Context: an optimization exercise on an open-source flow, tuned for small area. The choices shown serve that exercise and are no tape-out recipe. The RTL was checked by simulation tests, not by an equivalence proof against the original design.

Setup of the baseline:
// neural_compressor_top
module neural_compressor_top
(
    input  logic        clk,
    input  logic        rst_n,
    input  logic [DATA_WIDTH-1:0]   s_axis_tdata,
    input  logic                    s_axis_tvalid,
    output logic                    s_axis_tready,
    input  logic                    s_axis_tlast,
    output logic [DATA_WIDTH-1:0]   m_axis_tdata,
    output logic [1:0]              m_axis_tuser,   
    output logic                    m_axis_tvalid,
    input  logic                    m_axis_tready,
    output logic                    m_axis_tlast,
    input  logic [DATA_WIDTH-1:0]   cfg_threshold,
    input  logic                    cfg_enable,
    output neural_compressor_pkg::compress_stats_t         stats,
    output logic [15:0]             spike_count
);
For scale: ~1100 cells after synthesis, roughly 390 flip-flops, ~16000 um2 of cells after synthesis.
Settings: LEC_CHECK=0, CAP_MARGIN=0, CORE_MARGIN=2, CORE_UTILIZATION=80, SLEW_MARGIN=0, SYNTH_HIERARCHICAL=1, SYNTH_MINIMUM_KEEP_SIZE=0; clock period 120.0 ns.
standard.sh (not shown) runs the stock make flow with config.mk's settings and CLKGATE_MAP_FILE= SYNTH_SCRIPT=/design/flow/synth_recipe.tcl, a recipe that flattens the netlist after the stock synthesis.
==> flow/flow/run.sh <==
#!/bin/bash
# Layout flow: the standard ORFS flow (standard.sh: standard synthesis,
# floorplan, placement, CTS, routing), with two changes:
#  - the I/O port buffers are the smallest buffer cell;
#  - the clock tree uses large leaf clusters of clkbuf_16 (clkbuf_8 and a
#    clkbuf_4 root above them) and no dummy loads.
# ORFS keeps each step's full log under orfs/logs/; make's own output, and the
# final DEF export's, goes to make_flow.log here.
set -euo pipefail
export BUFFER_PORTS_ARGS="-buffer_cell sky130_fd_sc_hd__buf_1"
export CTS_ARGS="-sink_clustering_enable -repair_clock_nets -buf_list sky130_fd_sc_hd__clkbuf_16 -root_buf sky130_fd_sc_hd__clkbuf_4 -tree_buf sky130_fd_sc_hd__clkbuf_8 -sink_clustering_size 28 -sink_clustering_max_diameter 90 -dont_use_dummy_load"
export CTS_ARGS="-sink_clustering_enable -repair_clock_nets -buf_list {sky130_fd_sc_hd__clkbuf_8 sky130_fd_sc_hd__clkbuf_16} -root_buf sky130_fd_sc_hd__clkbuf_4 -tree_buf sky130_fd_sc_hd__clkbuf_4 -sink_clustering_size 20 -sink_clustering_max_diameter 70 -dont_use_dummy_load"
bash standard.sh > make_flow.log 2>&1
The baseline: flow completed, timing, DRC and antenna clean
What the candidate does differently from the baseline at the input level:
--- a/flow/flow/run.sh
+++ b/flow/flow/run.sh
@@ -11,3 +11,2 @@
 export CTS_ARGS="-sink_clustering_enable -repair_clock_nets -buf_list sky130_fd_sc_hd__clkbuf_16 -root_buf sky130_fd_sc_hd__clkbuf_4 -tree_buf sky130_fd_sc_hd__clkbuf_8 -sink_clustering_size 28 -sink_clustering_max_diameter 90 -dont_use_dummy_load"
-export CTS_ARGS="-sink_clustering_enable -repair_clock_nets -buf_list {sky130_fd_sc_hd__clkbuf_8 sky130_fd_sc_hd__clkbuf_16} -root_buf sky130_fd_sc_hd__clkbuf_4 -tree_buf sky130_fd_sc_hd__clkbuf_4 -sink_clustering_size 20 -sink_clustering_max_diameter 70 -dont_use_dummy_load"
 bash standard.sh > make_flow.log 2>&1
Notes after the runs:
The candidate vs. the baseline: utilization has decreased. Summary: first-iteration DRC count, the candidate worse than the baseline. Going from the baseline to the candidate, the wire length of the first global-routing pass was found to have gone down by about 3%. The share of the final layout cell area in multi-input gates reported for the candidate is greater than that of the baseline by 0.24 points.

---

neural_compressor_top, a different RTL version from the one above (not shown whole).
Size in the first run: roughly 1,400 cells after synthesis, ~410 flip-flops, ~160 I/O pins.
// neural_compressor_top
module neural_compressor_top
(
    input  logic        clk,
    input  logic        rst_n,
    input  logic [DATA_WIDTH-1:0]   s_axis_tdata,
    input  logic                    s_axis_tvalid,
    output logic                    s_axis_tready,
    input  logic                    s_axis_tlast,
    output logic [DATA_WIDTH-1:0]   m_axis_tdata,
    output logic [1:0]              m_axis_tuser,   
    output logic                    m_axis_tvalid,
    input  logic                    m_axis_tready,
    output logic                    m_axis_tlast,
    input  logic [DATA_WIDTH-1:0]   cfg_threshold,
    input  logic                    cfg_enable,
    output neural_compressor_pkg::compress_stats_t         stats,
    output logic [15:0]             spike_count
);
    logic [DATA_WIDTH-1:0] filtered_data;
    logic filtered_valid;
    logic spike_detected;
    logic detected_valid;
    logic [DATA_WIDTH-1:0] delta;
    logic taken;
    fixed_point_filter u_filter (
        .clk        (clk),
        .rst_n      (rst_n),
        .data_in    (s_axis_tdata),
        .valid_in   (s_axis_tvalid && cfg_enable),
        .ready_out  (s_axis_tready),
        .data_out   (filtered_data),
        .valid_out  (filtered_valid),
        .ready_in   (m_axis_tready),
        .taken      (taken),
        .delta_out  (delta)
    );
    spike_detector u_detector (
        .clk            (clk),
        .rst_n          (rst_n),
        .data_in        (filtered_data),
        .valid_in       (filtered_valid),
        .spike_detected (spike_detected),
  ...
clock: 120.0 ns
lec_check: 0
cap_margin: 20
core_margin: 2
core_utilization: 80
slew_margin: 20
==> flow/flow/run.sh <==
#!/bin/bash
set -euo pipefail
export BUFFER_PORTS_ARGS="-buffer_cell sky130_fd_sc_hd__buf_1"
export CTS_ARGS="-sink_clustering_enable -repair_clock_nets -buf_list sky130_fd_sc_hd__clkbuf_16 -root_buf sky130_fd_sc_hd__clkbuf_8 -tree_buf sky130_fd_sc_hd__clkbuf_8 -sink_clustering_size 24 -sink_clustering_max_diameter 80 -dont_use_dummy_load"
bash standard.sh > make_flow.log 2>&1
Edit:
==> flow/flow/run.sh (replaced) <==
#!/bin/bash
set -euo pipefail
export BUFFER_PORTS_ARGS="-buffer_cell sky130_fd_sc_hd__buf_1"
export CTS_ARGS="-sink_clustering_enable -repair_clock_nets -buf_list sky130_fd_sc_hd__clkbuf_16 -sink_clustering_size 28 -sink_clustering_max_diameter 90 -dont_use_dummy_load"
bash standard.sh > make_flow.log 2>&1
Outcome: The changed run passed the timing, DRC and antenna checks; final area hardly moves; core utilization stays flat; global-route usage rises by 0.54 points; final cell count stays flat; setup slack got worse by 0.11 ns.

-- separate check: timing with driven ports --
No port has a modelled driver above. Below, the same layouts with a new extraction and two added sets of constraints. Step 1: set_driving_cell puts a clkbuf_16 on clk and a buf_2 on each other input, an assumption about the parent block. Step 2 also shifts input and output timing later by t, the mid clock arrival at the registers, as if the neighbouring blocks saw the same clock. Slacks: ideal ports / drivers / drivers and shift; pairs: ideal ports / drivers.
run	shift t [ns]	setup slack, ns	worst setup path at the end	latest minus earliest clock arrival (ns)
the baseline	0.829	82.575 / 82.583 / 81.754	input to register	0.020 / 0.021
the candidate	0.739	82.505 / 82.528 / 81.789	input to register	0.118 / 0.118
the first run of note 2	0.631	90.331 / 90.349 / 89.718	input to register	0.048 / 0.048
the second run of note 2	0.556	90.219 / 90.237 / 89.681	input to register	0.040 / 0.040
After both steps every run listed still meets setup and hold. The setup slack of the baseline, which loses most, moves by +0.008 ns with the drivers and by -0.821 ns with both steps.
